From an optimization exercise on the open Yosys and OpenROAD flow, aimed at small area; shortcuts taken in it are not production practice.
Only simulation tests tie the RTL to the original design; equivalence was not proved.
Power figures rest on the tool's default switching activity, not on a simulated workload.

File: design/flow/config.mk
export PLATFORM = sky130hd
export DESIGN_NAME = RISC_V_pp
export DESIGN_NICKNAME = RISC_V_pp
export VERILOG_FILES = /design/flow/design.v
export SDC_FILE = /design/flow/constraint.sdc
export NUM_CORES = 4
export LEC_CHECK = 0
export CAP_MARGIN = 20
export CORE_MARGIN = 2
export CORE_UTILIZATION = 70
export CTS_BUF_LIST = sky130_fd_sc_hd__clkbuf_8
export CTS_CLUSTER_DIAMETER = 60
export CTS_CLUSTER_SIZE = 16
export SLEW_MARGIN = 20
File: design/flow/flow/run.sh
#!/bin/bash
# Standard layout (the standard.sh) with two changes: the port buffers
# use the smallest buffer cell, and CTS inserts no dummy loads.
export BUFFER_PORTS_ARGS="-buffer_cell sky130_fd_sc_hd__buf_1"
export CTS_ARGS="-sink_clustering_enable -repair_clock_nets -buf_list sky130_fd_sc_hd__clkbuf_8 -sink_clustering_size 16 -sink_clustering_max_diameter 60 -dont_use_dummy_load"
bash standard.sh > standard.log 2>&1
File: design/flow/design.v
module RISC_V_pp (
    input clk,
    input rst_n,
    output [31:0] imem_addr,
    input  [31:0] imem_rdata,
    output [31:0] dmem_addr,
    output [31:0] dmem_wdata,
    output        dmem_we,
    input  [31:0] dmem_rdata
);
    localparam INIT = 3'd0, WIN = 3'd1, ZERO = 3'd2, EXEC = 3'd3,
               ITER = 3'd4, FIN = 3'd5, PCU = 3'd6, MEM = 3'd7;
    reg [2:0]  st;
    reg [4:0]  h;
    reg [31:0] w [0:30];
    reg [31:0] A, B;
    reg [31:1] PCh;
    wire [31:0] PC = {PCh, 1'b0};
    reg [32:0] R;
    reg [4:0]  rdp;
    reg        seenA, seenB, seenW, sgn, zA, taken;
    wire [31:0] ins = imem_rdata;
    wire [4:0] rs1 = ins[19:15];
    wire [4:0] rs2 = ins[24:20];
    wire [4:0] rd  = ins[11:7];
    wire isR   = ~ins[6] &  ins[5] &  ins[4];
    wire isI   = ~ins[6] & ~ins[5] &  ins[4];
    wire isLd  = ~ins[6] & ~ins[5] & ~ins[4] & ins[13];    
    wire isSt  = ~ins[6] &  ins[5] & ~ins[4];
    wire isBr  =  ins[6] & ~ins[2];
    wire isJal =  ins[6] &  ins[2];
    wire isM   = isR & ins[25];
    wire isDiv = isM & ins[14];
    wire isAlu = (isR & ~isM) | isI;
    wire use1 = isR | isI | isLd | isSt | isBr;
    wire use2 = isR | isSt | isBr;
    wire z1 = (rs1 == 5'd0);
    wire z2 = (rs2 == 5'd0);
    reg [31:0] imm;
    always @(*) begin
        if (isSt)      imm = {{20{ins[31]}}, ins[31:25], ins[11:7]};
        else if (isBr) imm = {{20{ins[31]}}, ins[7], ins[30:25], ins[11:8], 1'b0};
        else if (isJal) imm = {{12{ins[31]}}, ins[19:12], ins[20], ins[30:21], 1'b0};
        else           imm = {{20{ins[31]}}, ins[31:20]};
    end
    reg [9:0] rom;
    always @(*) begin
        case (h)
            5'd1: rom = 10'd4;    5'd2: rom = 10'd120;  5'd3: rom = 10'd2;
            5'd4: rom = 10'd4;    5'd5: rom = 10'd1;    5'd6: rom = 10'd14;
            5'd7: rom = 10'd4;    5'd8: rom = 10'd24;   5'd9: rom = 10'd12;
            5'd10: rom = 10'd23;  5'd11: rom = 10'd4;   5'd12: rom = 10'd90;
            5'd13: rom = 10'd10;  5'd14: rom = 10'd1000; 5'd15: rom = 10'd30;
            5'd16: rom = 10'd40;  5'd17: rom = 10'd50;  5'd18: rom = 10'd60;
            5'd19: rom = 10'd70;  5'd20: rom = 10'd80;  5'd21: rom = 10'd80;
            5'd22: rom = 10'd90;  5'd23: rom = 10'd70;  5'd24: rom = 10'd60;
            5'd25: rom = 10'd65;  5'd26: rom = 10'd4;   5'd27: rom = 10'd32;
            5'd28: rom = 10'd12;  5'd29: rom = 10'd34;  5'd30: rom = 10'd5;
            default: rom = 10'd10;
        endcase
    end
    wire [31:0] head = w[30];
    wire hitW = (h == rdp) & (st != ITER);    
    wire [31:0] wmux = (st == INIT) ? {22'd0, rom} : (hitW ? R[31:0] : head);
    wire inWin = (st == WIN);
    wire needA = use2 & ~z2;
    wire needB = use1 & ~z1;
    wire hitA = inWin & needA & ~seenA & (h == rs2);
    wire hitB = inWin & needB & ~seenB & (h == rs1);
    wire doneA = ~needA | seenA | hitA;
    wire doneB = ~needB | seenB | hitB;
    wire doneW = (rdp == 5'd0) | seenW | hitW;
    wire negq = sgn & ~zA;
    wire sgnBr = isBr & ~ins[13];
    reg [32:0] X, Yp;
    reg inv, cin;
    always @(*) begin
        X = 33'd0; Yp = 33'd0; inv = 1'b0; cin = 1'b0;
        case (st)
            WIN: begin
                Yp = {1'b0, wmux};
                inv = isDiv & wmux[31]; cin = inv;
            end
            EXEC: begin
                if (isJal) begin
                    X = {1'b0, PC}; Yp = 33'd4;
                end else if (isAlu | isLd | isSt | isBr) begin
                    X = {sgnBr & B[31], B};
                    Yp = (isR | isBr) ? {sgnBr & A[31], A} : {1'b0, imm};
                    inv = (isR & ins[30]) | isBr; cin = inv;
                end
            end
            ITER: begin
                X = {R[31:0], isDiv & B[31]};
                if (isDiv) begin
                    Yp = {1'b0, A}; inv = ~R[32]; cin = inv;
                end else
                    Yp = B[31] ? {1'b0, A} : 33'd0;
            end
            FIN: begin
                X = {1'b0, B}; cin = negq;
            end
            MEM: begin
                Yp = {1'b0, dmem_rdata};
            end
            PCU: begin
                X = {1'b0, PC}; Yp = taken ? {1'b0, imm} : 33'd4;
            end
            default: ;
        endcase
    end
    wire [32:0] Yx = Yp ^ {33{inv}};
    wire [33:0] cy;
    wire [32:0] S;
    assign cy[0] = cin;
    genvar gi;
    generate for (gi = 0; gi < 33; gi = gi + 1) begin : g_add
        assign S[gi] = X[gi] ^ Yx[gi] ^ cy[gi];
        assign cy[gi+1] = (X[gi] & Yx[gi]) | (X[gi] & cy[gi]) | (Yx[gi] & cy[gi]);
    end endgenerate
    wire eqz = (S[31:0] == 32'd0);
    wire brc = ins[14] ? (S[32] ^ ins[12]) : (eqz ^ ins[12]);
    assign imem_addr  = PC;
    assign dmem_addr  = B;
    assign dmem_wdata = A;
    assign dmem_we    = (st == MEM) & isSt;
    integer k;
    always @(posedge clk) begin
        w[0] <= wmux;
        for (k = 1; k < 31; k = k + 1) w[k] <= w[k-1];
    end
    always @(posedge clk or negedge rst_n) begin
        if (!rst_n) begin
            st <= INIT;
            h  <= 5'd1;
        end else begin
            h <= (h == 5'd31) ? 5'd1 : h + 5'd1;
            case (st)
                INIT: if (h == 5'd31) st <= WIN;
                WIN:  if (doneA & doneB & doneW)
                          st <= ((needA | ~use2) & (needB | ~use1)) ? EXEC : ZERO;
                ZERO: st <= EXEC;
                EXEC: st <= isM ? ITER : ((isLd | isSt) ? MEM : PCU);
                MEM:  st <= PCU;
                ITER: if (rdp == 5'd31) st <= FIN;
                FIN:  st <= PCU;
                default: st <= WIN;
            endcase
        end
    end
    always @(posedge clk) begin
        case (st)
            INIT: begin
                PCh <= S[31:1];
                rdp <= 5'd0; seenW <= 1'b0;
                seenA <= 1'b0; seenB <= 1'b0; sgn <= 1'b0; zA <= 1'b1;
            end
            WIN: begin
                if (hitA) begin A <= S[31:0]; zA <= eqz; end
                if (hitB) B <= S[31:0];
                sgn <= sgn ^ (hitA & wmux[31]) ^ (hitB & wmux[31]);
                seenA <= seenA | hitA;
                seenB <= seenB | hitB;
                seenW <= seenW | hitW;
            end
            ZERO: begin
                if (use2 & z2) A <= S[31:0];
                if (use1 & z1) B <= S[31:0];
                seenW <= seenW | hitW;
            end
            EXEC: begin
                taken <= (isBr & brc) | isJal;
                seenW <= 1'b0;
                if (isLd | isSt) B <= S[31:0];
                else if (isAlu & ins[13]) R <= {1'b0, ins[12] ? (X[31:0] & Yp[31:0]) : (X[31:0] | Yp[31:0])};
                else R <= S;
                rdp <= (isAlu | isJal) ? rd : 5'd0;    
            end
            ITER: begin
                rdp <= rdp + 5'd1;
                R <= S;
                B <= {B[30:0], isDiv & (~S[32] ^ negq)};
            end
            MEM: begin
                R <= S;
                rdp <= isLd ? rd : 5'd0;
                seenW <= 1'b0;
            end
            FIN: begin
                if (isDiv) R <= S;
                rdp <= rd; seenW <= 1'b0;
            end
            PCU: begin
                PCh <= S[31:1];
                seenA <= 1'b0; seenB <= 1'b0; sgn <= 1'b0; zA <= 1'b1;
                seenW <= seenW | hitW;
            end
            default: ;
        endcase
    end
endmodule
File: design/flow/constraint.sdc
create_clock -name core_clock -period 150.0 [get_ports {clk}]
set_input_delay 30.0000 -clock core_clock [delete_from_list [all_inputs] [get_ports {clk}]]
set_output_delay 30.0000 -clock core_clock [all_outputs]
set_load 0.01 [all_outputs]
File: design/flow/standard.sh
#!/bin/bash
# synth_recipe.tcl (not shown) runs the flow's synth.tcl, then flattens the netlist and writes it again
# the make line also repeats each setting of config.mk as NAME=value (left out here)
make -C /OpenROAD-flow-scripts/flow DESIGN_CONFIG=/design/flow/config.mk WORK_HOME=/design/flow/orfs CLKGATE_MAP_FILE= SYNTH_SCRIPT=/design/flow/synth_recipe.tcl "${@:-finish}"
==> impl_metrics.ini, run 1 <==
[outcome]
status = complete, no violations

[detailed_routing]
vias_per_cell = 5.73
routedWlPerCell_um = 23.0
vias = 15300
finalWirelength_um = 61300
drc = 0
final_antenna_net_count = 0
dr.pass1.iters = 9
drtIter0Drc = 1643

[timing]
hold_violations = 0
finalCritPeriodShare_pct = 40.8
worst_slew_pin_slew_ns = 0.929
fmax_mhz = 16.3
rsz0062_at_grt = false
relSlewSlack_pct = 38.1
fin_crit_ns = 61.20
finalSetupViolCount = 0
maxSlewViolCount = 0
tns_ns = 0
fin_skew_ns = 0.0794

[worst_setup_path]
critPathCaptureType = output port
cp_max_fo = 11
worstSetupStartpointType = input port
required_ns = 120.00
crit_path_cell_trace = buf_1 -> nor3b_1 -> and2_1 -> buf_1
timing_worst_setup_path_type = in -> out
critPathArrivalTime_ns = 31.20
max_stage_delay_ns = 0.44
cpMostUsedCell = buf_1
slowest_stage = nor3b_1

[floorplanning]
die_area_um2 = 44300
core_area_um2 = 42000
io_pins = 163
rows = 75
initial_core_util_pct = 71.0
die_y_um = 210
die_w_um = 210

[grt]
grt_max_degree = 72
grt_pass1_wl_um = 93100
antenna_found_initial = 1
grt_pass1_vias = 15700
grt.overflow.total = 0
grt_usage_pct = 28.3

[yosys]
ys_seq_area_share_pct = 81.2
yosys_warnings = 2
synth_cells = 1938
synth_area_um2 = 29800
synth.ff_latch_count = 1139
synth.distinct_cells = 73
synthFlopType = dfxtp_1
synth-edff-count = 139
ys_async_sr_fraction_pct = 0.702
syn_nets = 2049
avgSynthCellArea_um2 = 15.4

[clocking]
cts_resized = 0
cts-root-buf = clkbuf_8
cts_tree = done
cts.sinks = 1139
htreeDepth = 3
clk_path_buf_depth = 3
cts.hold.buffers_added = 0
clk_pin_slew_worst_paths_ns = 0.09
clk_latency_ns = 0.68
numCtsBuffers = 82
post_cts_buffers = 0

[finish]
fillers = 2394
nNetsFinal = 2245
drive_above_1_share_pct = 6.71
synthToLayoutAreaGrowth_pct = 7.74

[hold_path]
hold_class = reg -> reg

[power_and_ir_drop]
power_density_nw_per_um2 = 22.4
power.leakage_nw = 12.6
vdd.ir_drop.worst_v = 0.0000170
total_power_mw = 0.721

[place]
port_buffers = 158
dp_hpwl_um = 40100
gp_congestion = 0.860

[flow_run]
drv_cap = 0
==> placed cells by master, fill, tap and decap left out, types with 17 or more instances in the layout <==
cell and count:
xor2_1 37, inv_1 45, o21ai_1 17, a21oi_1 87, mux2i_1 38, edfxtp_1 139
xnor2_1 20, o21a_1 22, dfxtp_1 992, buf_1 158, a222oi_1 47, fa_1 32
nand2_1 62, o21ai_0 24, nor2_1 86, a2bb2oi_1 19, clkbuf_8 82, buf_4 28
==> metrics by stage <==
step / instances / area, um^2 / hold WS [ns] / util (%) / worst slack (ns)
finish: 2672 / 32100 / 0.297 / 76.5 / 88.80
global route: 2671 / 32100 / 0.303 / 76.4 / 88.72
CTS: 2671 / 32100 / 0.300 / 76.4 / 88.81
detailed placement: 2589 / 31000 / 0.312 / 73.8 / 88.83
global placement: 2589 / 31000 / 0.310 / 73.8 / 88.87
floorplan: 1938 / 29800 / 0.310 / - / 89.32
==> synth_stat cells (10+ instances only) <==
cell type  count  area share, %
fa_1          32            2.1
o21ai_0       25           0.42
nor2_1        86            1.1
a211oi_1      10           0.25
a222oi_1      47            1.6
inv_1         45           0.57
o21ai_1       17           0.29
xor2_1        37            1.1
o21a_1        22           0.55
edfxtp_1     139             14
buf_2         15           0.25
mux2i_1       38            1.3
dfxtp_1      992             67
nand2_1       62           0.78
a2bb2oi_1     19           0.56
ha_1          13           0.55
xnor2_1       20           0.59
clkbuf_1      41           0.52
a21oi_1       89            1.5
==> report_power, final <==
group	internal, mW	total (mW)	switching (mW)
registers	0.390	0.415	0.0244
logic	0.0603	0.174	0.114
clock network	0.0492	0.132	0.0831
==> critical path, delay by kind of cell <==
| family | cells | cell delay (ns) |
|---|---|---|
| buf+inv | 2 | 0.57 |
| simple gates | 2 | 0.64 |
==> layer usage <==
layer / GRT usage (%) / part of all wire (%) / up-vias
li1: - / - / 6951
met1: 37.8 / 40 / 7367
met2: 46.1 / 47 / 834
met3: 6.17 / 9.2 / 165
met4: 10.3 / 3.3 / 0
met5: 0 / 0 / -
==> worst paths after layout <==
kind / slack, ns / startpoint / to / depth (start not counted)
min: 0.30 / w[21][31] / w[22][31] / 0
max: 88.80 / imem_rdata[5] / dmem_we / 4
min reg2reg: 0.30 / w[21][31] / w[22][31] / 0
max in group asynchronous: 120.26 / rst_n / st[2] / 1
min in group asynchronous: 29.33 / rst_n / st[0] / 1
max reg2reg: 130.32 / h[3] / taken / 44
==> cell families after synthesis <==
family	count (synthesis)	synth area share, %
multiplexers	44	1.50
AND/OR/NAND/NOR	236	3.95
AO/OA/AOI/OAI	293	7.06
buffers and inverters	120	1.77
other	1	0.0126
adder cells (fa/ha/maj)	48	2.79
flip-flops	1139	81.2
XOR/XNOR	57	1.67
==> state kept, by name, indices dropped and copies added (netlist names) <==
register	flops
w	992
PCh	31
B	32
sgn	1
seenW	1
A	32
seenB	1
rdp	5
seenA	1
st	3
R	33
zA	1
taken	1
h	5
==> area by class of cell <==
class	instances	area, um^2	area share (%)
Sequential cell	1139	24200	75.4
Multi-Input combinational cell	679	5120	15.9
Clock buffer	82	1130	3.51
Timing Repair Buffer	186	803	2.50
Tap cell	539	674	2.10
Inverter	46	173	0.537
Antenna cell	1	2.50	0.00779
==> run 2: changes to the inputs <==
==> design/flow/flow/run.sh (replaced) <==
#!/bin/bash
# Standard layout (the standard.sh) with two changes: the port buffers
# use the smallest buffer cell, and CTS inserts no dummy loads.
export BUFFER_PORTS_ARGS="-buffer_cell sky130_fd_sc_hd__buf_1"
export CTS_ARGS="-sink_clustering_enable -repair_clock_nets -buf_list sky130_fd_sc_hd__clkbuf_8 -sink_clustering_size 20 -sink_clustering_max_diameter 50 -dont_use_dummy_load"
bash standard.sh > standard.log 2>&1
==> design/flow/config.mk (replaced) <==
export PLATFORM = sky130hd
export DESIGN_NAME = RISC_V_pp
export DESIGN_NICKNAME = RISC_V_pp
export VERILOG_FILES = /design/flow/design.v
export SDC_FILE = /design/flow/constraint.sdc
export NUM_CORES = 4
export LEC_CHECK = 0
export CAP_MARGIN = 5
export CORE_MARGIN = 2
export CORE_UTILIZATION = 70
export CTS_BUF_LIST = sky130_fd_sc_hd__clkbuf_8
export CTS_CLUSTER_DIAMETER = 50
export CTS_CLUSTER_SIZE = 20
export GPL_ROUTABILITY_DRIVEN = 0
export GPL_TIMING_DRIVEN = 0
export SLEW_MARGIN = 5
==> run 2 against run 1 <==
Effect of this change:
- still clean
- synthesized cell count is the same
- via count is 1.8% higher
- total power shrank 0.43%
- fmax is essentially flat
- worst setup slack improved by 0.048 ns
- combinational power rose by 2%
- utilization grew 0.25 points
- first-iteration DRC count up 39%
- non-clock buffer count rose by 52
- sequential power is essentially flat
- critical endpoint unchanged
- largest power group unchanged
==> impl_metrics.ini, run 2 <==
[finish]
mostFrequentLayoutCells = dfxtp_1 (992), buf_1 (163), edfxtp_1 (139)
largest_reg_flops = 992
stdcell_count = 2716
reg.largest.list = w (992), R (33)
mostFrequentLayoutCell = dfxtp_1
drive_above_1_share_pct = 6.30
nNetsFinal = 2287
synthToLayoutAreaGrowth_pct = 8.09
regMostFlops = w

[clocking]
cts_tree = done
numCtsBuffers = 72
clk_latency_ns = 0.68
htreeDepth = 3
post_cts_buffers = 0
cts_resized = 0
cts-root-buf = clkbuf_8
clk_path_buf_depth = 3
cts.hold.buffers_added = 0
cts.sinks = 1139
clk_pin_slew_worst_paths_ns = 0.11

[worst_setup_path]
rrSetupSlack_ns = 130.08
worstSetupStartpointType = input port
required_ns = 120.00
cp_num_cells = 5
ff2ff_path_depth = 47
crit_path_cell_trace = buf_1 -> clkbuf_1 -> nor3b_1 -> and2_1 -> buf_1
critPathCaptureType = output port
max_stage_delay_ns = 0.45
critical_path_buf_inv_count = 3
cp_max_fo = 10
reg2reg_from = h[0]
cpMostUsedCell = buf_1
critPathArrivalTime_ns = 31.16
critPathTopFamily = simple AND/OR/NAND/NOR gates
timing_worst_setup_path_type = in -> out
regToRegEndpoint = taken
slowest_stage = nor3b_1

[grt]
grt.overflow.total = 0
grt_pass1_vias = 15500
antenna_found_initial = 4
grt_usage_pct = 27.7
grt_pass1_wl_um = 91300
grt_max_degree = 21

[timing]
rsz0062_at_grt = false
fmax_mhz = 16.4
hold_slack_ns = 0.286
hold_violations = 0
maxSlewViolCount = 0
relSlewSlack_pct = 14.0
fin_crit_ns = 61.16
tns_ns = 0
finalSetupViolCount = 0
finalCritPeriodShare_pct = 40.8
fin_skew_ns = 0.0803
worst_slew_pin_slew_ns = 1.28

[floorplanning]
io_pins = 163
die_w_um = 210
core_area_um2 = 42000
initial_core_util_pct = 71.0
die_area_um2 = 44300
rows = 75
die_y_um = 210

[yosys]
ys_seq_area_share_pct = 81.2
syn_nets = 2049
synth-edff-count = 139
synth_area_leaders = dfxtp_1 (67%), edfxtp_1 (14%), fa_1 (2.1%), a222oi_1 (1.6%), a21oi_1 (1.5%)
synth.ff_latch_count = 1139
avgSynthCellArea_um2 = 15.4
synth_area_um2 = 29800
synth_top_area_cell = dfxtp_1
synthFlopType = dfxtp_1
ys_async_sr_fraction_pct = 0.702
yosys_warnings = 2
yosysTopAreaCellShare_pct = 66.6
synth.distinct_cells = 73
synth_cells = 1938
synthTopCellsByCount = dfxtp_1 (992), edfxtp_1 (139), a21oi_1 (89)
yosys.cell_count.top_type = dfxtp_1

[power_and_ir_drop]
power_density_nw_per_um2 = 22.3
power.leakage_nw = 12.6
vdd.ir_drop.worst_v = 0.0000154

[hold_path]
hold_class = reg -> reg
hold_path_end = w[2][8]
min-delay-start = w[1][8]
whs_path_depth = 0

[detailed_routing]
vias = 15600
vias_per_cell = 5.74
finalWirelength_um = 60500
dr.pass1.iters = 8
final_antenna_net_count = 0
routedWlPerCell_um = 22.3
drtIter0Drc = 2288
drc = 0

[place]
place_inst = 2641
dp_hpwl_um = 41400
port_buffers = 157

[flow_run]
drv_cap = 0

[outcome]
status = complete, no violations
==> run 2: worst max path at each step <==
stage	start	to	slack, ns
4_1_cts	imem_rdata[4]	dmem_we	88.87
3_3_place_gp	imem_rdata[4]	dmem_we	88.95
2_1_floorplan	imem_rdata[4]	dmem_we	89.32
6_report	imem_rdata[4]	dmem_we	88.84
3_5_place_dp	imem_rdata[4]	dmem_we	88.87
5_1_grt	imem_rdata[4]	dmem_we	88.77
==> run 2: layout make-up <==
type	count	area (um^2)
buffer	74	357
antenna	3	7.51
sequential	1139	24200
tap	539	674
fill	2532	9790
clock buffer	72	991
multi-input combinational	679	5100
inverter	46	173
timing repair buffer	164	709
==> run 2: kinds of logic after synthesis <==
kind of cell               share of synthesized area, %
other                                            0.0126
and+or+nand+nor                                    3.95
muxes                                              1.50
AOI/OAI and AO/OA                                  7.06
DFF                                                81.2
adders and majority gates                          2.79
xor gates and xnor gates                           1.67
buffers and inverters                              1.77
==> run 2: power breakdown <==
part	switching, mW	internal, mW	total [mW]	leakage, nW
clock	0.0822	0.0435	0.126	0.518
sequential	0.0243	0.390	0.415	9.46
combinational	0.116	0.0621	0.178	2.61
total	0.222	0.496	0.718	12.6
==> run 2: per-stage QoR <==
| stage | area [um^2] | worst slack, ns | power, mW | utilization [%] |
|---|---|---|---|---|
| after floorplan | 29800 | 89.32 | 0.523 | - |
| after global placement | 31100 | 88.95 | 0.580 | 74.0 |
| after detailed placement | 31200 | 88.87 | 0.591 | 74.3 |
| after CTS | 32200 | 88.87 | 0.715 | 76.7 |
| after global routing | 32200 | 88.77 | 0.748 | 76.7 |
| final | 32200 | 88.84 | 0.718 | 76.7 |
==> run 2: per-layer routing <==
layer / global-route usage (%) / share of wire, % / routed length (um) / vias up
met2: 40.9 / 43 / 25800 / 911
met5: 0 / 0.018 / 11 / -
met3: 8.94 / 12 / 7310 / 206
met1: 37.7 / 40 / 24400 / 7423
li1: - / - / - / 7046
met4: 13.1 / 4.9 / 2990 / 2
==> run 3: changes to the inputs <==
--- a/design/flow/config.mk
+++ b/design/flow/config.mk
@@ -6,5 +6,5 @@
 export NUM_CORES = 4
 export LEC_CHECK = 0
-export CAP_MARGIN = 5
+export CAP_MARGIN = 0
 export CORE_MARGIN = 2
 export CORE_UTILIZATION = 70
@@ -12,5 +12,3 @@
 export CTS_CLUSTER_DIAMETER = 50
 export CTS_CLUSTER_SIZE = 20
-export GPL_ROUTABILITY_DRIVEN = 0
-export GPL_TIMING_DRIVEN = 0
-export SLEW_MARGIN = 5
+export SLEW_MARGIN = 0
==> run 3 against run 2 <==
Effect of this change:
- clock skew increased by 0.024 ns
- sequential share of layout area increased by 0.64 points
- sequential cell count unchanged
- fmax about the same
- first-iteration DRC count decreased by 21%
- largest cell class unchanged
- synthesized area unchanged
- routed wire length increased by 2.7%
- clock power about the same
- utilization decreased by 0.64 points
- worst hold slack got worse by 0.014 ns
- synthesized cell count unchanged
==> impl_metrics.ini, run 3 <==
[outcome]
status = complete, no violations

[detailed_routing]
finalWirelength_um = 62200
vias_per_cell = 5.71
vias = 15200
dr.pass1.iters = 6
routedWlPerCell_um = 23.4
drtIter0Drc = 1797
final_antenna_net_count = 0
drc = 0

[clocking]
clk_latency_ns = 0.67
htreeDepth = 3
clk_path_buf_depth = 3
cts.sinks = 1139
cts.hold.buffers_added = 0
numCtsBuffers = 70
post_cts_buffers = 0
cts-root-buf = clkbuf_8
clk_pin_slew_worst_paths_ns = 0.11
cts_tree = done
cts_resized = 0

[yosys]
synth_area_leaders = dfxtp_1 (67%), edfxtp_1 (14%), fa_1 (2.1%), a222oi_1 (1.6%), a21oi_1 (1.5%)
yosys.cell_count.top_type = dfxtp_1
synth.distinct_cells = 73
yosys_warnings = 2
synthFlopType = dfxtp_1
synth.ff_latch_count = 1139
synthTopCellsByCount = dfxtp_1 (992), edfxtp_1 (139), a21oi_1 (89)
ys_seq_area_share_pct = 81.2
synth_cells = 1938
syn_nets = 2049
synth-edff-count = 139
yosysTopAreaCellShare_pct = 66.6
avgSynthCellArea_um2 = 15.4
ys_async_sr_fraction_pct = 0.702
synth_top_area_cell = dfxtp_1
synth_area_um2 = 29800

[finish]
nNetsFinal = 2233
reg.largest.list = w (992), R (33)
multiInputGateArea_um2 = 5120
drive_above_1_share_pct = 6.18
synthToLayoutAreaGrowth_pct = 7.19
regMostFlops = w
mostFrequentLayoutCells = dfxtp_1 (992), buf_1 (158), edfxtp_1 (139)
mostFrequentLayoutCell = dfxtp_1
fillers = 2404
largest_reg_flops = 992
seq_area_um2 = 24200

[flow_run]
drv_cap = 0

[grt]
grt_util_met2_pct = 46.5
grt_pass1_wl_um = 93500
grt_util_met3_pct = 6.02
antenna_found_initial = 1
grt_pass1_vias = 15600
grt_usage_pct = 28.5
grt.busiest_layer = met2
use_met1_pct = 38.0
grt_max_degree = 72
grt.overflow.total = 0

[timing]
fmax_mhz = 16.3
worst_slew_pin_slew_ns = 0.914
maxSlewViolCount = 0
finalSetupViolCount = 0
fin_skew_ns = 0.105
fin_crit_ns = 61.22
finalCritPeriodShare_pct = 40.8
rsz0062_at_grt = false
relSlewSlack_pct = 39.1
hold_slack_ns = 0.272
tns_ns = 0
hold_violations = 0

[worst_setup_path]
cp_max_fo = 11
critPathCaptureType = output port
rrSetupSlack_ns = 130.38
required_ns = 120.00
worstSetupStartpointType = input port
critPathArrivalTime_ns = 31.22
timing_worst_setup_path_type = in -> out

[power_and_ir_drop]
switching_share_pct = 31.0
net-switching-power_mw = 0.221
p_int_mw = 0.493
power_density_nw_per_um2 = 22.3
vdd.ir_drop.worst_v = 0.0000168
p_comb_share_pct = 24.3
p_seq_share_pct = 58.2
p_clk_share_pct = 17.5
power.leakage_nw = 12.5

[floorplanning]
rows = 75
core_area_um2 = 42000
initial_core_util_pct = 71.0
io_pins = 163
die_w_um = 210
die_area_um2 = 44300
die_y_um = 210

[place]
port_buffers = 158
dp_hpwl_um = 40100
gp_congestion = 0.860

[hold_path]
hold_class = reg -> reg
run 3: area by class of cell:
type                    count  share of cell area, %
flip-flops and latches   1139                   75.8
well taps                 539                   2.11
inverters                  46                  0.540
diodes                      1                0.00783
clock buffers              70                   3.01
repair buffers            186                   2.51
multi-input cells         679                   16.0
run 3: stage by stage:
| stage | util [%] | instance area (um^2) | setup slack [ns] | std cells | power (mW) |
|---|---|---|---|---|---|
| 3_5_place_dp | 73.8 | 31000 | 88.83 | 2589 | 0.591 |
| 3_3_place_gp | 73.8 | 31000 | 88.87 | 2589 | 0.580 |
| 5_1_grt | 76.1 | 32000 | 88.72 | 2659 | 0.744 |
| 2_1_floorplan | - | 29800 | 89.32 | 1938 | 0.523 |
| 4_1_cts | 76.1 | 32000 | 88.83 | 2659 | 0.714 |
| 6_report | 76.1 | 32000 | 88.78 | 2660 | 0.714 |
run 3: cell families (layout without fill, tap and decap cells):
family,after synthesis,in the layout,share of synthesized area [%]
AO/OA/AOI/OAI,293,293,7.06
XOR/XNOR,57,57,1.67
adder cells (fa/ha/maj),48,48,2.79
buffers and inverters,120,302,1.77
flip-flops,1139,1139,81.2
multiplexers,44,44,1.50
other,1,2,0.0126
AND/OR/NAND/NOR,236,236,3.95
run 3: power by group through the flow:
stage                     Clock, mW  Combinational [mW]  Sequential, mW
after detailed placement          0               0.170           0.421
after global routing          0.137               0.187           0.420
after floorplan                   0               0.109           0.414
final                         0.125               0.174           0.415
after global placement            0               0.162           0.418
after CTS                     0.127               0.171           0.416
run 3: path summary, 6_finish.rpt:
check | start | endpoint | depth (start not counted)
max | imem_rdata[5] | dmem_we | 4
min in group asynchronous | rst_n | h[4] | 1
max in group asynchronous | rst_n | h[2] | 1
max reg2reg | h[3] | taken | 44
min reg2reg | w[16][29] | w[17][29] | 0
min | w[16][29] | w[17][29] | 0
run 3: critical path, cell delays in order:
cell and delay [ns]:
buf_1 0.42, nor3b_1 0.44, and2_1 0.20, buf_1 0.16
run 3: layer usage:
layer,routed length [um],vias to the layer above,share of wire (%)
li1,-,6923,-
met1,24900,7266,40
met2,29300,848,47
met3,5890,161,9.5
met4,2080,0,3.3
met5,0,-,0
==> run 4: changes to the inputs <==
--- a/design/flow/config.mk
+++ b/design/flow/config.mk
@@ -6,5 +6,5 @@
 export NUM_CORES = 4
 export LEC_CHECK = 0
-export CAP_MARGIN = 0
+export CAP_MARGIN = 5
 export CORE_MARGIN = 2
 export CORE_UTILIZATION = 70
@@ -12,3 +12,3 @@
 export CTS_CLUSTER_DIAMETER = 50
 export CTS_CLUSTER_SIZE = 20
-export SLEW_MARGIN = 0
+export SLEW_MARGIN = 5
==> run 4 against run 3 <==
Effect of this change:
- routed wire length stayed put
- clock-buffer cell count unchanged
- via count unchanged
- combinational power barely moved
- critical endpoint unchanged
- largest power group unchanged
==> impl_metrics.ini, run 4 <==
[worst_setup_path]
required_ns = 120.00
slowest_stage = nor3b_1
ff2ff_path_depth = 44
crit_path_cell_trace = buf_1 -> nor3b_1 -> and2_1 -> buf_1
cp_max_fo = 11
worstSetupStartpointType = input port
cpMostUsedCell = buf_1
critPathCaptureType = output port
max_stage_delay_ns = 0.44
critPathArrivalTime_ns = 31.22
timing_worst_setup_path_type = in -> out

[timing]
fin_skew_ns = 0.105
finalCritPeriodShare_pct = 40.8
rsz0062_at_grt = false
fin_crit_ns = 61.22
hold_violations = 0
finalSetupViolCount = 0
maxSlewViolCount = 0
tns_ns = 0
fmax_mhz = 16.3
worst_slew_pin_slew_ns = 0.914
final.setup.worst_slack_ns = 88.78
hold_slack_ns = 0.272
relSlewSlack_pct = 39.1

[clocking]
post_cts_buffers = 0
cts_resized = 0
cts.sinks = 1139
cts_tree = done
htreeDepth = 3
cts.hold.buffers_added = 0
clk_pin_slew_worst_paths_ns = 0.11
clk_path_buf_depth = 3
clk_latency_ns = 0.67
numCtsBuffers = 70
cts-root-buf = clkbuf_8

[yosys]
yosys_warnings = 2
synth_area_um2 = 29800
synthTopCellsByCount = dfxtp_1 (992), edfxtp_1 (139), a21oi_1 (89)
avgSynthCellArea_um2 = 15.4
synth.ff_latch_count = 1139
yosys.cell_count.top_type = dfxtp_1
yosysTopAreaCellShare_pct = 66.6
synth-edff-count = 139
synth_cells = 1938
ys_async_sr_fraction_pct = 0.702
synthFlopType = dfxtp_1
ys_seq_area_share_pct = 81.2
synth.distinct_cells = 73
synth_area_leaders = dfxtp_1 (67%), edfxtp_1 (14%), fa_1 (2.1%), a222oi_1 (1.6%), a21oi_1 (1.5%)
synth_top_area_cell = dfxtp_1
syn_nets = 2049

[floorplanning]
die_y_um = 210
die_area_um2 = 44300
io_pins = 163
die_w_um = 210
initial_core_util_pct = 71.0
rows = 75
core_area_um2 = 42000

[place]
place_inst = 2589
dpl_worst_slack_ns = 88.83
gp_congestion = 0.860
post_dp_cell_area_um2 = 31000
dp_hpwl_um = 40100
port_buffers = 158

[finish]
mostFrequentLayoutCell = dfxtp_1
reg.largest.list = w (992), R (33)
fillers = 2404
multiInputGateArea_um2 = 5120
fin_area_um2 = 32000
synthToLayoutAreaGrowth_pct = 7.19
drive_above_1_share_pct = 6.18
mostFrequentLayoutCells = dfxtp_1 (992), buf_1 (158), edfxtp_1 (139)
stdcell_count = 2660
largest_reg_flops = 992
regMostFlops = w
nNetsFinal = 2233
seq_area_um2 = 24200
fin_util_pct = 76.1

[detailed_routing]
vias = 15200
dr.pass1.iters = 6
routedWlPerCell_um = 23.4
finalWirelength_um = 62200
drc = 0
drtIter0Drc = 1797
vias_per_cell = 5.71
final_antenna_net_count = 0

[flow_run]
drv_cap = 0

[power_and_ir_drop]
total_power_mw = 0.714
power_density_nw_per_um2 = 22.3
vdd.ir_drop.worst_v = 0.0000168
power.leakage_nw = 12.5

[grt]
grt_usage_pct = 28.5
grt.overflow.total = 0
antenna_found_initial = 1
grt_max_degree = 72
grt_pass1_wl_um = 93500
grt_pass1_vias = 15600

[hold_path]
whs_path_depth = 0
hold_class = reg -> reg

[outcome]
status = complete, no violations
## run 4: cell counts after synthesis
No cell type changed its count.
## run 4: report_power, final
part	internal (mW)	leakage [nW]	switching, mW
clock	0.0424	0.503	0.0824
combinational	0.0602	2.51	0.114
sequential	0.390	9.46	0.0250
## run 4: path summary, 6_finish.rpt
kind                               start   endpoint  slack, ns
min                            w[16][29]  w[17][29]       0.27
max reg2reg                         h[3]      taken     130.38
min reg2reg                    w[16][29]  w[17][29]       0.27
min in group asynchronous          rst_n       h[4]      29.32
max                        imem_rdata[5]    dmem_we      88.78
max in group asynchronous          rst_n       h[2]     120.24
## run 4: worst max-delay path: cells and delay by family
| kind | cells | cell delay (ns) |
|---|---|---|
| buffers and inverters | 2 | 0.58 |
| and+or+nand+nor | 2 | 0.64 |
## run 4: per-layer routing
metal / share of wire, % / GRT usage [%]
met5: 0 / 0
met4: 3.3 / 10.7
met3: 9.5 / 6.02
met2: 47 / 46.5
met1: 40 / 38.0
## run 4: area by class of cell
type / instances / share of cell area, %
Antenna cell: 1 / 0.00783
Inverter: 46 / 0.540
Sequential cell: 1139 / 75.8
Tap cell: 539 / 2.11
Timing Repair Buffer: 186 / 2.51
Multi-Input combinational cell: 679 / 16.0
Clock buffer: 70 / 3.01
## run 4: kinds of logic after synthesis
family                   Yosys count  share of synthesized area (%)
adder cells (fa/ha/maj)           48                           2.79
buffers and inverters            120                           1.77
other                              1                         0.0126
AND/OR/NAND/NOR                  236                           3.95
AO/OA/AOI/OAI                    293                           7.06
multiplexers                      44                           1.50
XOR/XNOR                          57                           1.67
flip-flops                      1139                           81.2
==> run 5: changes to the inputs <==
--- a/design/flow/config.mk
+++ b/design/flow/config.mk
@@ -8,5 +8,5 @@
 export CAP_MARGIN = 5
 export CORE_MARGIN = 2
-export CORE_UTILIZATION = 70
+export CORE_UTILIZATION = 65
 export CTS_BUF_LIST = sky130_fd_sc_hd__clkbuf_8
 export CTS_CLUSTER_DIAMETER = 50
==> run 5 against run 4 <==
Effect of this change:
- critical path type unchanged
- global-route usage down 3.0 points
- worst hold slack got worse by 0.0078 ns
- clock power is essentially flat
- register-to-register slack worse by 0.47 ns
- fmax about the same
- clock-buffer cell count rose by 2
- synthesized cell count stayed put
==> impl_metrics.ini, run 5 <==
[outcome]
status = complete, no violations

[floorplanning]
core_area_um2 = 45400
die_area_um2 = 47600
rows = 78
io_pins = 163
initial_core_util_pct = 65.7
die_w_um = 218
die_y_um = 218

[finish]
largest_reg_flops = 992
mostFrequentLayoutCell = dfxtp_1
mostFrequentLayoutCells = dfxtp_1 (992), buf_1 (158), edfxtp_1 (139)
reg.largest.list = w (992), R (33)
drive_above_1_share_pct = 6.18
synthToLayoutAreaGrowth_pct = 7.46
nNetsFinal = 2233
regMostFlops = w

[power_and_ir_drop]
vdd.ir_drop.worst_v = 0.0000131
power.leakage_nw = 12.5
power_density_nw_per_um2 = 22.2

[yosys]
synth_cells = 1938
ys_seq_area_share_pct = 81.2
synth_area_um2 = 29800
synth_area_leaders = dfxtp_1 (67%), edfxtp_1 (14%), fa_1 (2.1%), a222oi_1 (1.6%), a21oi_1 (1.5%)
synthFlopType = dfxtp_1
syn_nets = 2049
synthTopCellsByCount = dfxtp_1 (992), edfxtp_1 (139), a21oi_1 (89)
yosys.cell_count.top_type = dfxtp_1
synth.ff_latch_count = 1139
yosysTopAreaCellShare_pct = 66.6
yosys_warnings = 2
synth-edff-count = 139
ys_async_sr_fraction_pct = 0.702
synth_top_area_cell = dfxtp_1
avgSynthCellArea_um2 = 15.4
synth.distinct_cells = 73

[grt]
grt.overflow.total = 0
grt_pass1_vias = 15200
grt_pass1_wl_um = 90800
grt_usage_pct = 25.5
antenna_found_initial = 2
grt_max_degree = 72

[timing]
final.setup.worst_slack_ns = 88.74
maxSlewViolCount = 0
finalSetupViolCount = 0
finalCritPeriodShare_pct = 40.8
hold_violations = 0
rsz0062_at_grt = false
relSlewSlack_pct = 26.5
fin_skew_ns = 0.0796
fmax_mhz = 16.3
fin_crit_ns = 61.26
tns_ns = 0
worst_slew_pin_slew_ns = 1.10

[clocking]
cts.hold.buffers_added = 0
post_cts_buffers = 0
clk_pin_slew_worst_paths_ns = 0.10
clk_path_buf_depth = 3
htreeDepth = 3
cts_resized = 0
cts_tree = done
clk_latency_ns = 0.67
numCtsBuffers = 72
cts.sinks = 1139
cts-root-buf = clkbuf_8

[detailed_routing]
drtIter0Drc = 1480
drc = 0
routedWlPerCell_um = 21.8
finalWirelength_um = 59300
vias_per_cell = 5.47
final_antenna_net_count = 0
vias = 14900
dr.pass1.iters = 6

[worst_setup_path]
max_stage_delay_ns = 0.54
crit_path_cell_trace = buf_1 -> nor3b_1 -> and2_1 -> buf_1
critical_path_buf_inv_count = 2
critPathCaptureType = output port
cp_max_fo = 21
critPathTopFamily = simple AND/OR/NAND/NOR gates
cpMostUsedCell = buf_1
slowest_stage = nor3b_1
critPathArrivalTime_ns = 31.26
timing_worst_setup_path_type = in -> out
worstSetupStartpointType = input port
required_ns = 120.00

[hold_path]
hold_class = reg -> reg

[place]
dpl_worst_slack_ns = 88.79
gp_congestion = 0.892
port_buffers = 158
dp_hpwl_um = 38300

[flow_run]
drv_cap = 0
==> run 5: cell counts after synthesis <==
Identical to the previous run, type by type.
==> run 5: logic make-up after synthesis <==
family | Yosys count | share of synthesized area [%]
multiplexers | 44 | 1.50
other | 1 | 0.0126
AO/OA/AOI/OAI | 293 | 7.06
AND/OR/NAND/NOR | 236 | 3.95
flip-flops | 1139 | 81.2
adder cells (fa/ha/maj) | 48 | 2.79
buffers and inverters | 120 | 1.77
XOR/XNOR | 57 | 1.67
==> run 5: worst register-to-register path, delay by kind of cell, from the launching register on <==
kind                       cells  cell delay, ns
AOI/OAI and AO/OA              3            0.48
DFF                            1            0.33
adders and majority gates     32           15.33
muxes                          1            0.43
buffers and inverters          3            1.46
and+or+nand+nor                7            1.56
xor gates and xnor gates       2            0.26
==> run 5: cell type report <==
class | count | area (um^2)
antenna | 1 | 2.50
clock buffer | 72 | 991
fill | 2966 | 13300
inverter | 46 | 173
multi-input combinational | 679 | 5120
sequential | 1139 | 24200
tap | 600 | 751
timing repair buffer | 184 | 788
==> run 5: path summary, 6_finish.rpt <==
kind | from | to | slack, ns | depth (start not counted)
max | imem_rdata[6] | dmem_we | 88.74 | 4
min | w[22][0] | w[23][0] | 0.26 | 0
max reg2reg | st[2] | taken | 129.91 | 48
min reg2reg | w[22][0] | w[23][0] | 0.26 | 0
max in group asynchronous | rst_n | h[0] | 120.24 | 1
min in group asynchronous | rst_n | h[1] | 29.32 | 1
==> run 5: metal layers <==
metal	share of wire [%]	global-route usage (%)	wire (um)
met4	2.9	8.89	1720
met3	8.3	5.66	4920
met5	0.022	0	13
met1	43	36.0	25700
met2	45	39.3	26900
==> run 5: power breakdown <==
group          switching [mW]  total (mW)  internal (mW)  leakage, nW
clock                  0.0821       0.126         0.0435        0.518
sequential             0.0239       0.414          0.390         9.46
combinational           0.112       0.172         0.0599         2.50
total                   0.218       0.711          0.494         12.5
==> run 5: per-stage QoR <==
stage / utilization (%) / std cells / hold WS [ns] / total power, mW / cell area (um^2)
after global placement: 68.5 / 2648 / 0.310 / 0.581 / 31100
after global routing: 70.6 / 2721 / 0.255 / 0.745 / 32100
after detailed placement: 68.5 / 2648 / 0.312 / 0.589 / 31100
final: 70.6 / 2721 / 0.264 / 0.711 / 32100
after CTS: 70.6 / 2720 / 0.265 / 0.713 / 32100
after floorplan: - / 1938 / 0.310 / 0.523 / 29800
==> run 6: changes to the inputs <==
==> design/flow/flow/run.sh (replaced) <==
#!/bin/bash
# Standard layout (the standard.sh) with two changes: the port buffers
# use the smallest buffer cell, and CTS inserts no dummy loads.
export BUFFER_PORTS_ARGS="-buffer_cell sky130_fd_sc_hd__buf_1"
export CTS_ARGS="-sink_clustering_enable -repair_clock_nets -buf_list sky130_fd_sc_hd__clkbuf_16 -sink_clustering_size 30 -sink_clustering_max_diameter 40 -dont_use_dummy_load"
bash standard.sh > standard.log 2>&1
--- a/design/flow/config.mk
+++ b/design/flow/config.mk
@@ -8,7 +8,7 @@
 export CAP_MARGIN = 5
 export CORE_MARGIN = 2
-export CORE_UTILIZATION = 65
-export CTS_BUF_LIST = sky130_fd_sc_hd__clkbuf_8
-export CTS_CLUSTER_DIAMETER = 50
-export CTS_CLUSTER_SIZE = 20
+export CORE_UTILIZATION = 70
+export CTS_BUF_LIST = sky130_fd_sc_hd__clkbuf_16
+export CTS_CLUSTER_DIAMETER = 40
+export CTS_CLUSTER_SIZE = 30
 export SLEW_MARGIN = 5
==> run 6 against run 5 <==
Effect of this change:
- non-clock buffer count is 2 higher
- via count is 9.5% higher
- sequential cell count stayed put
- largest cell class unchanged
- worst hold slack better by 0.011 ns
- cell area is 3.9% higher
- still clean
- fmax hardly changed
- final cell count is 1.4% lower
==> impl_metrics.ini, run 6 <==
[outcome]
status = complete, no violations

[worst_setup_path]
critPathArrivalTime_ns = 31.21
slowest_stage = nor3b_1
cpMostUsedCell = buf_1
crit_path_cell_trace = buf_1 -> nor3b_1 -> and2_1 -> buf_1
worstSetupStartpointType = input port
critPathCaptureType = output port
critical_path_buf_inv_count = 2
required_ns = 120.00
timing_worst_setup_path_type = in -> out
critPathTopFamily = simple AND/OR/NAND/NOR gates
max_stage_delay_ns = 0.44
cp_max_fo = 11

[floorplanning]
core_area_um2 = 42000
io_pins = 163
die_area_um2 = 44300
initial_core_util_pct = 71.0
rows = 75
die_y_um = 210
die_w_um = 210

[clocking]
numCtsBuffers = 92
cts-root-buf = clkbuf_16
post_cts_buffers = 0
htreeDepth = 3
cts.sinks = 1139
cts_resized = 0
clk_path_buf_depth = 3
clk_latency_ns = 0.65
cts_tree = done
cts.hold.buffers_added = 0
clk_pin_slew_worst_paths_ns = 0.06

[yosys]
synth_area_um2 = 29800
yosys.area_share.adder_pct = 2.79
yosys_warnings = 2
synthFlopType = dfxtp_1
synth_area_leaders = dfxtp_1 (67%), edfxtp_1 (14%), fa_1 (2.1%), a222oi_1 (1.6%), a21oi_1 (1.5%)
synth_top_area_cell = dfxtp_1
syn_nets = 2049
yosysTopAreaCellShare_pct = 66.6
synth-compound-area-share_pct = 7.06
synth_top_family_by_area = compound AO/OA/AOI/OAI gates
ys_seq_area_share_pct = 81.2
synth-edff-count = 139
synth_mux_area_share_pct = 1.50
ys_async_sr_fraction_pct = 0.702
synth-xor-area-share_pct = 1.67
synthTopCellsByCount = dfxtp_1 (992), edfxtp_1 (139), a21oi_1 (89)
avgSynthCellArea_um2 = 15.4
synth.ff_latch_count = 1139
synth_cells = 1938
synth-simple-area-share_pct = 3.95
yosys.cell_count.top_type = dfxtp_1
synth.distinct_cells = 73

[timing]
rsz0062_at_grt = false
finalCritPeriodShare_pct = 40.8
fin_skew_ns = 0.0734
worst_slew_pin_slew_ns = 0.925
hold_violations = 0
fmax_mhz = 16.3
relSlewSlack_pct = 38.4
finalSetupViolCount = 0
fin_crit_ns = 61.21
final.setup.worst_slack_ns = 88.79
maxSlewViolCount = 0
tns_ns = 0

[detailed_routing]
vias_per_cell = 6.08
finalWirelength_um = 72200
vias = 16300
drtIter0Drc = 2161
routedWlPerCell_um = 26.9
dr.pass1.iters = 9
drc = 0
final_antenna_net_count = 0

[place]
dp_hpwl_um = 40100
dpl_worst_slack_ns = 88.83
port_buffers = 158
gp_congestion = 0.860
place_inst = 2589

[finish]
regMostFlops = w
largest_reg_flops = 992
fin_util_pct = 79.3
mostFrequentLayoutCells = dfxtp_1 (992), buf_1 (158), edfxtp_1 (139)
nNetsFinal = 2255
drive_above_1_share_pct = 7.14
synthToLayoutAreaGrowth_pct = 11.7
reg.largest.list = w (992), R (33)
stdcell_count = 2684
multiInputGateArea_um2 = 5120
seq_area_um2 = 24200
mostFrequentLayoutCell = dfxtp_1
fillers = 2113

[grt]
grt_pass1_vias = 17100
grt.overflow.total = 0
grt_usage_pct = 33.2
grt_max_degree = 72
grt_pass1_wl_um = 107000
antenna_found_initial = 2

[power_and_ir_drop]
power_density_nw_per_um2 = 24.4
vdd.ir_drop.worst_v = 0.0000206
total_power_mw = 0.811
power.leakage_nw = 13.1

[flow_run]
drv_cap = 0

[hold_path]
hold_class = reg -> reg
run 6: cell counts after synthesis:
Identical to the previous run, type by type.
run 6: area by class of cell:
cell class                      instances  area share [%]
Multi-Input combinational cell        679            15.4
Tap cell                              539            2.02
Timing Repair Buffer                  186            2.41
Sequential cell                      1139            72.7
Clock buffer                           92            6.91
Inverter                               46           0.518
Antenna cell                            3          0.0225
run 6: metal layers:
metal,track usage (%),wire length (um)
met1,39.9,26000
met2,55.7,34900
met3,8.85,7330
met4,16.7,3880
met5,0,0
run 6: where the power goes:
part	internal, mW	leakage [nW]	switching (mW)
sequential	0.391	9.46	0.0283
clock	0.108	1.13	0.0983
combinational	0.0605	2.51	0.125
run 6: path summary, 6_finish.rpt:
kind	slack, ns	depth (start not counted)	endpoint	startpoint
worst max-delay path	88.79	4	dmem_we	imem_rdata[5]
worst min-delay path	0.28	0	w[4][6]	w[3][6]
worst max register to register	130.12	44	taken	h[3]
worst min register to register	0.28	0	w[4][6]	w[3][6]
max in group asynchronous	120.22	1	st[2]	rst_n
min in group asynchronous	29.34	1	st[1]	rst_n
run 6: kinds of logic after synthesis:
kind of cell             Yosys count
AND/OR/NAND/NOR                  236
other                              1
AO/OA/AOI/OAI                    293
buffers and inverters            120
flip-flops                      1139
multiplexers                      44
adder cells (fa/ha/maj)           48
XOR/XNOR                          57
run 6: per-stage QoR:
stage | hold slack [ns] | instance area [um^2]
detailed placement | 0.312 | 31000
finish | 0.275 | 33300
CTS | 0.269 | 33300
floorplan | 0.310 | 29800
global placement | 0.310 | 31000
global route | 0.269 | 33300
==> run 7: changes to the inputs <==
==> design/flow/flow/run.sh (replaced) <==
#!/bin/bash
# Standard layout (the standard.sh) with two changes: the port buffers
# use the smallest buffer cell, and CTS inserts no dummy loads.
export BUFFER_PORTS_ARGS="-buffer_cell sky130_fd_sc_hd__buf_1"
export CTS_ARGS="-sink_clustering_enable -repair_clock_nets -buf_list sky130_fd_sc_hd__clkbuf_16 -sink_clustering_size 36 -sink_clustering_max_diameter 45 -dont_use_dummy_load"
bash standard.sh > standard.log 2>&1
--- a/design/flow/config.mk
+++ b/design/flow/config.mk
@@ -10,5 +10,5 @@
 export CORE_UTILIZATION = 70
 export CTS_BUF_LIST = sky130_fd_sc_hd__clkbuf_16
-export CTS_CLUSTER_DIAMETER = 40
-export CTS_CLUSTER_SIZE = 30
+export CTS_CLUSTER_DIAMETER = 45
+export CTS_CLUSTER_SIZE = 36
 export SLEW_MARGIN = 5
==> run 7 against run 6 <==
Effect of this change:
- non-clock buffer count stayed put
- worst hold slack better by 0.0022 ns
- critical endpoint unchanged
- die area is the same
==> impl_metrics.ini, run 7 <==
[timing]
fin_crit_ns = 61.25
hold_violations = 0
worst_slew_pin_slew_ns = 0.945
rsz0062_at_grt = false
relSlewSlack_pct = 37.0
tns_ns = 0
fin_skew_ns = 0.0755
fmax_mhz = 16.3
finalCritPeriodShare_pct = 40.8
maxSlewViolCount = 0
finalSetupViolCount = 0

[clocking]
post_cts_buffers = 0
cts.hold.buffers_added = 0
cts.sinks = 1139
cts-root-buf = clkbuf_16
clk_latency_ns = 0.64
numCtsBuffers = 72
cts_resized = 0
clk_pin_slew_worst_paths_ns = 0.11
htreeDepth = 3
cts_tree = done
clk_path_buf_depth = 3

[yosys]
avgSynthCellArea_um2 = 15.4
ys_async_sr_fraction_pct = 0.702
synth_area_leaders = dfxtp_1 (67%), edfxtp_1 (14%), fa_1 (2.1%), a222oi_1 (1.6%), a21oi_1 (1.5%)
synth_top_area_cell = dfxtp_1
synth_cells = 1938
synth.distinct_cells = 73
synth_area_um2 = 29800
yosys_warnings = 2
yosysTopAreaCellShare_pct = 66.6
yosys.cell_count.top_type = dfxtp_1
synth.ff_latch_count = 1139
synth-edff-count = 139
synthFlopType = dfxtp_1
ys_seq_area_share_pct = 81.2
syn_nets = 2049
synthTopCellsByCount = dfxtp_1 (992), edfxtp_1 (139), a21oi_1 (89)

[grt]
grt_pass1_vias = 16500
grt.overflow.total = 0
antenna_found_initial = 1
grt_usage_pct = 31.7
grt_max_degree = 72
grt_pass1_wl_um = 103000

[finish]
fillers = 2232
reg.largest.list = w (992), R (33)
largest_reg_flops = 992
drive_above_1_share_pct = 6.27
mostFrequentLayoutCell = dfxtp_1
mostFrequentLayoutCells = dfxtp_1 (992), buf_1 (158), edfxtp_1 (139)
regMostFlops = w
synthToLayoutAreaGrowth_pct = 10.0
nNetsFinal = 2235

[floorplanning]
initial_core_util_pct = 71.0
die_w_um = 210
die_y_um = 210
die_area_um2 = 44300
core_area_um2 = 42000
io_pins = 163
rows = 75

[outcome]
status = complete, no violations

[power_and_ir_drop]
vdd.ir_drop.worst_v = 0.0000198
power.leakage_nw = 12.9
total_power_mw = 0.777
power_density_nw_per_um2 = 23.7

[detailed_routing]
drc = 0
drtIter0Drc = 2321
vias = 15700
finalWirelength_um = 68700
routedWlPerCell_um = 25.8
final_antenna_net_count = 0
dr.pass1.iters = 9
vias_per_cell = 5.91

[place]
port_buffers = 158
dp_hpwl_um = 40100
gp_congestion = 0.860

[worst_setup_path]
required_ns = 120.00
cp_max_fo = 11
worstSetupStartpointType = input port
timing_worst_setup_path_type = in -> out
critPathCaptureType = output port
critPathArrivalTime_ns = 31.25

[hold_path]
hold_class = reg -> reg

[flow_run]
drv_cap = 0
-- run 7: area by class of cell --
cell class                 count  area (um^2)  area share, %
antenna                        1         2.50        0.00763
clock buffer                  72         1800           5.49
tap                          539          674           2.06
timing repair buffer         186          803           2.45
multi-input combinational    679         5120           15.6
sequential                  1139        24200           73.9
inverter                      46          173          0.526
-- run 7: logic make-up after synthesis --
group                      after synthesis  share of synthesized area (%)
DFF                                   1139                           81.2
buffers and inverters                  120                           1.77
and+or+nand+nor                        236                           3.95
xor gates and xnor gates                57                           1.67
muxes                                   44                           1.50
adders and majority gates               48                           2.79
AOI/OAI and AO/OA                      293                           7.06
other                                    1                         0.0126
-- run 7: final timing paths --
kind | startpoint | endpoint | slack [ns] | cells after the start
max in group asynchronous | rst_n | h[2] | 120.24 | 1
min reg2reg | w[1][14] | w[2][14] | 0.28 | 0
max reg2reg | h[3] | taken | 130.27 | 44
min in group asynchronous | rst_n | h[4] | 29.36 | 1
min | w[1][14] | w[2][14] | 0.28 | 0
max | imem_rdata[5] | dmem_we | 88.75 | 4
-- run 7: per-stage QoR --
stage          instance area (um^2)  hold WS (ns)  util (%)  worst slack [ns]  std cells
6_report                      32800         0.278      78.1             88.75       2662
5_1_grt                       32800         0.274      78.0             88.70       2661
4_1_cts                       32800         0.275      78.0             88.83       2661
3_5_place_dp                  31000         0.312      73.8             88.83       2589
3_3_place_gp                  31000         0.310      73.8             88.87       2589
2_1_floorplan                 29800         0.310         -             89.32       1938
-- run 7: worst max-delay path: stages --
cell and delay, ns:
buf_1 0.43, nor3b_1 0.46, and2_1 0.20, buf_1 0.16
-- run 7: where the power goes --
group | switching [mW] | leakage [nW] | internal (mW) | total, mW
registers | 0.0271 | 9.46 | 0.391 | 0.418
clock network | 0.0913 | 0.887 | 0.0852 | 0.176
logic | 0.122 | 2.51 | 0.0606 | 0.182
-- run 7: routing by layer --
layer	global-route usage [%]	share of wire (%)
met1	39.7	37
met2	53.0	48
met3	7.57	9.7
met4	13.7	4.7
met5	0	0
==> run 8: changes to the inputs <==
==> design/flow/flow/run.sh (replaced) <==
#!/bin/bash
# Standard layout (the standard.sh) with two changes: the port buffers
# use the smallest buffer cell, and CTS inserts no dummy loads.
export BUFFER_PORTS_ARGS="-buffer_cell sky130_fd_sc_hd__buf_1"
export CTS_ARGS="-sink_clustering_enable -repair_clock_nets -buf_list sky130_fd_sc_hd__clkbuf_8 -sink_clustering_size 22 -sink_clustering_max_diameter 50 -dont_use_dummy_load"
bash standard.sh > standard.log 2>&1
--- a/design/flow/config.mk
+++ b/design/flow/config.mk
@@ -9,6 +9,6 @@
 export CORE_MARGIN = 2
 export CORE_UTILIZATION = 70
-export CTS_BUF_LIST = sky130_fd_sc_hd__clkbuf_16
-export CTS_CLUSTER_DIAMETER = 45
-export CTS_CLUSTER_SIZE = 36
+export CTS_BUF_LIST = sky130_fd_sc_hd__clkbuf_8
+export CTS_CLUSTER_DIAMETER = 50
+export CTS_CLUSTER_SIZE = 22
 export SLEW_MARGIN = 5
==> run 8 against run 7 <==
Effect of this change:
- still clean
- register-to-register slack barely moved
- sequential share of layout area rose by 2.1 points
- routed wire length decreased by 11%
- non-clock buffer count unchanged
- critical path depth stayed put
- total power shrank 8.7%
- die area stayed put
- critical endpoint unchanged
- largest cell class unchanged
- highest routed layer unchanged
==> impl_metrics.ini, run 8 <==
[clocking]
htreeDepth = 3
cts-root-buf = clkbuf_8
clk_latency_ns = 0.67
clk_pin_slew_worst_paths_ns = 0.12
cts_resized = 0
cts_tree = done
numCtsBuffers = 66
post_cts_buffers = 0
clk_path_buf_depth = 3
cts.hold.buffers_added = 0
cts.sinks = 1139

[timing]
rsz0062_at_grt = false
relSlewSlack_pct = 39.1
tns_ns = 0
hold_violations = 0
final.setup.worst_slack_ns = 88.74
fin_skew_ns = 0.0939
fin_crit_ns = 61.26
worst_slew_pin_slew_ns = 0.913
finalCritPeriodShare_pct = 40.8
finalSetupViolCount = 0
fmax_mhz = 16.3
maxSlewViolCount = 0

[detailed_routing]
routedWlPerCell_um = 23.1
vias = 15200
finalWirelength_um = 61200
final_antenna_net_count = 0
dr.pass1.iters = 7
drtIter0Drc = 1762
drc = 0
vias_per_cell = 5.70

[floorplanning]
io_pins = 163
die_area_um2 = 44300
die_y_um = 210
initial_core_util_pct = 71.0
rows = 75
die_w_um = 210
core_area_um2 = 42000

[grt]
grt_max_degree = 72
antenna_found_initial = 1
grt_pass1_vias = 15500
grt_usage_pct = 28.1
grt_pass1_wl_um = 92400
grt.overflow.total = 0

[yosys]
syn_nets = 2049
ys_seq_area_share_pct = 81.2
synthFlopType = dfxtp_1
ys_async_sr_fraction_pct = 0.702
synth_cells = 1938
synthTopCellsByCount = dfxtp_1 (992), edfxtp_1 (139), a21oi_1 (89)
synth_top_area_cell = dfxtp_1
yosys_warnings = 2
synth-edff-count = 139
synth_area_um2 = 29800
synth_area_leaders = dfxtp_1 (67%), edfxtp_1 (14%), fa_1 (2.1%), a222oi_1 (1.6%), a21oi_1 (1.5%)
synth.distinct_cells = 73
yosysTopAreaCellShare_pct = 66.6
yosys.cell_count.top_type = dfxtp_1
synth.ff_latch_count = 1139
avgSynthCellArea_um2 = 15.4

[place]
place_inst = 2589
gp_congestion = 0.860
dp_hpwl_um = 40100
port_buffers = 158
post_dp_cell_area_um2 = 31000
dpl_worst_slack_ns = 88.83

[worst_setup_path]
worstSetupStartpointType = input port
timing_worst_setup_path_type = in -> out
critPathCaptureType = output port
reg2reg_from = h[3]
critPathArrivalTime_ns = 31.26
worstSetupStartpoint = imem_rdata[5]
cp_max_fo = 11
required_ns = 120.00

[flow_run]
drv_cap = 0

[finish]
largest_reg_flops = 992
fillers = 2419
synthToLayoutAreaGrowth_pct = 7.01
mostFrequentLayoutCell = dfxtp_1
nNetsFinal = 2229
stdcell_count = 2657
reg.largest.list = w (992), R (33)
regMostFlops = w
drive_above_1_share_pct = 6.00
fin_area_um2 = 31900
mostFrequentLayoutCells = dfxtp_1 (992), buf_1 (158), edfxtp_1 (139)

[outcome]
status = complete, no violations

[hold_path]
hold_class = reg -> reg
min-delay-start = w[1][8]

[power_and_ir_drop]
power_density_nw_per_um2 = 22.2
vdd.ir_drop.worst_v = 0.0000158
power.leakage_nw = 12.4
-- run 8: metal layers --
layer  global-route usage (%)  wire [um]
met4                     10.7       2230
met1                     37.5      24600
met5                        0          0
met3                     6.11       5590
met2                     45.6      28800
-- run 8: report_power, final --
group,switching (mW),internal [mW],leakage (nW)
combinational,0.113,0.0602,2.51
sequential,0.0246,0.390,9.46
clock,0.0810,0.0400,0.475
-- run 8: critical path, stage by stage --
cell	delay (ns)
buf_1	0.43
nor3b_1	0.46
and2_1	0.20
buf_1	0.16
-- run 8: area by class of cell --
type / count / area [um^2] / share of cell area (%)
diodes: 2 / 5.00 / 0.0157
well taps: 539 / 674 / 2.11
inverters: 46 / 173 / 0.541
clock buffers: 66 / 908 / 2.85
multi-input cells: 679 / 5120 / 16.1
repair buffers: 186 / 803 / 2.52
flip-flops and latches: 1139 / 24200 / 75.9
-- run 8: logic make-up after synthesis --
group	count (synthesis)	synth area share, %
XOR/XNOR	57	1.67
buffers and inverters	120	1.77
AO/OA/AOI/OAI	293	7.06
other	1	0.0126
AND/OR/NAND/NOR	236	3.95
adder cells (fa/ha/maj)	48	2.79
multiplexers	44	1.50
flip-flops	1139	81.2
-- run 8: metrics by stage --
stage	hold WS, ns	util (%)	total power [mW]
2_1_floorplan	0.310	-	0.523
4_1_cts	0.264	75.9	0.709
5_1_grt	0.256	75.9	0.740
3_3_place_gp	0.310	73.8	0.580
6_report	0.273	75.9	0.709
3_5_place_dp	0.312	73.8	0.591
-- run 8: final timing paths --
check                      endpoint  slack, ns  depth (start not counted)
min reg2reg                 w[2][8]       0.27                          0
max                         dmem_we      88.74                          4
min in group asynchronous     st[1]      29.29                          1
max in group asynchronous      h[3]     120.28                          1
max reg2reg                   taken     130.26                         44
min                         w[2][8]       0.27                          0

==> what the ideal ports hide <==
The results above use ideal ports. As a check the final layouts listed here were re-extracted and re-timed, cells and wires unchanged.
Step 1 sets driving cells, clkbuf_16 on the clock port and buf_2 on the other inputs (assumed; they add their load-dependent delay and slew).
Step 2 adds t to the input delays and takes it off the output delays; t is the mean of the earliest and latest rising clock arrival at the registers after step 1. Input paths then give back, and output paths get back, about the clock's delay inside the block.
Slacks: ideal / step 1 / step 2; pairs: ideal / step 1.
run	t (ns)	setup slack, ns	clock arrival spread, ns	pins driven straight from the clock port
run 1	0.692	88.796 / 88.771 / 88.771	0.079 / 0.080	1
run 2	0.698	88.844 / 88.794 / 88.794	0.081 / 0.080	1
run 3	0.666	88.785 / 88.759 / 88.759	0.105 / 0.105	1
run 4	0.666	88.785 / 88.759 / 88.759	0.105 / 0.105	1
run 5	0.684	88.737 / 88.709 / 88.708	0.081 / 0.081	1
run 6	0.673	88.794 / 88.769 / 88.769	0.081 / 0.080	1
run 7	0.656	88.751 / 88.726 / 88.726	0.079 / 0.078	1
run 8	0.679	88.740 / 88.715 / 88.715	0.094 / 0.094	1
After both steps setup and hold are still met in every run listed. The setup slack of run 2, which loses most, moves by -0.050 ns with the drivers and by -0.050 ns with both steps.
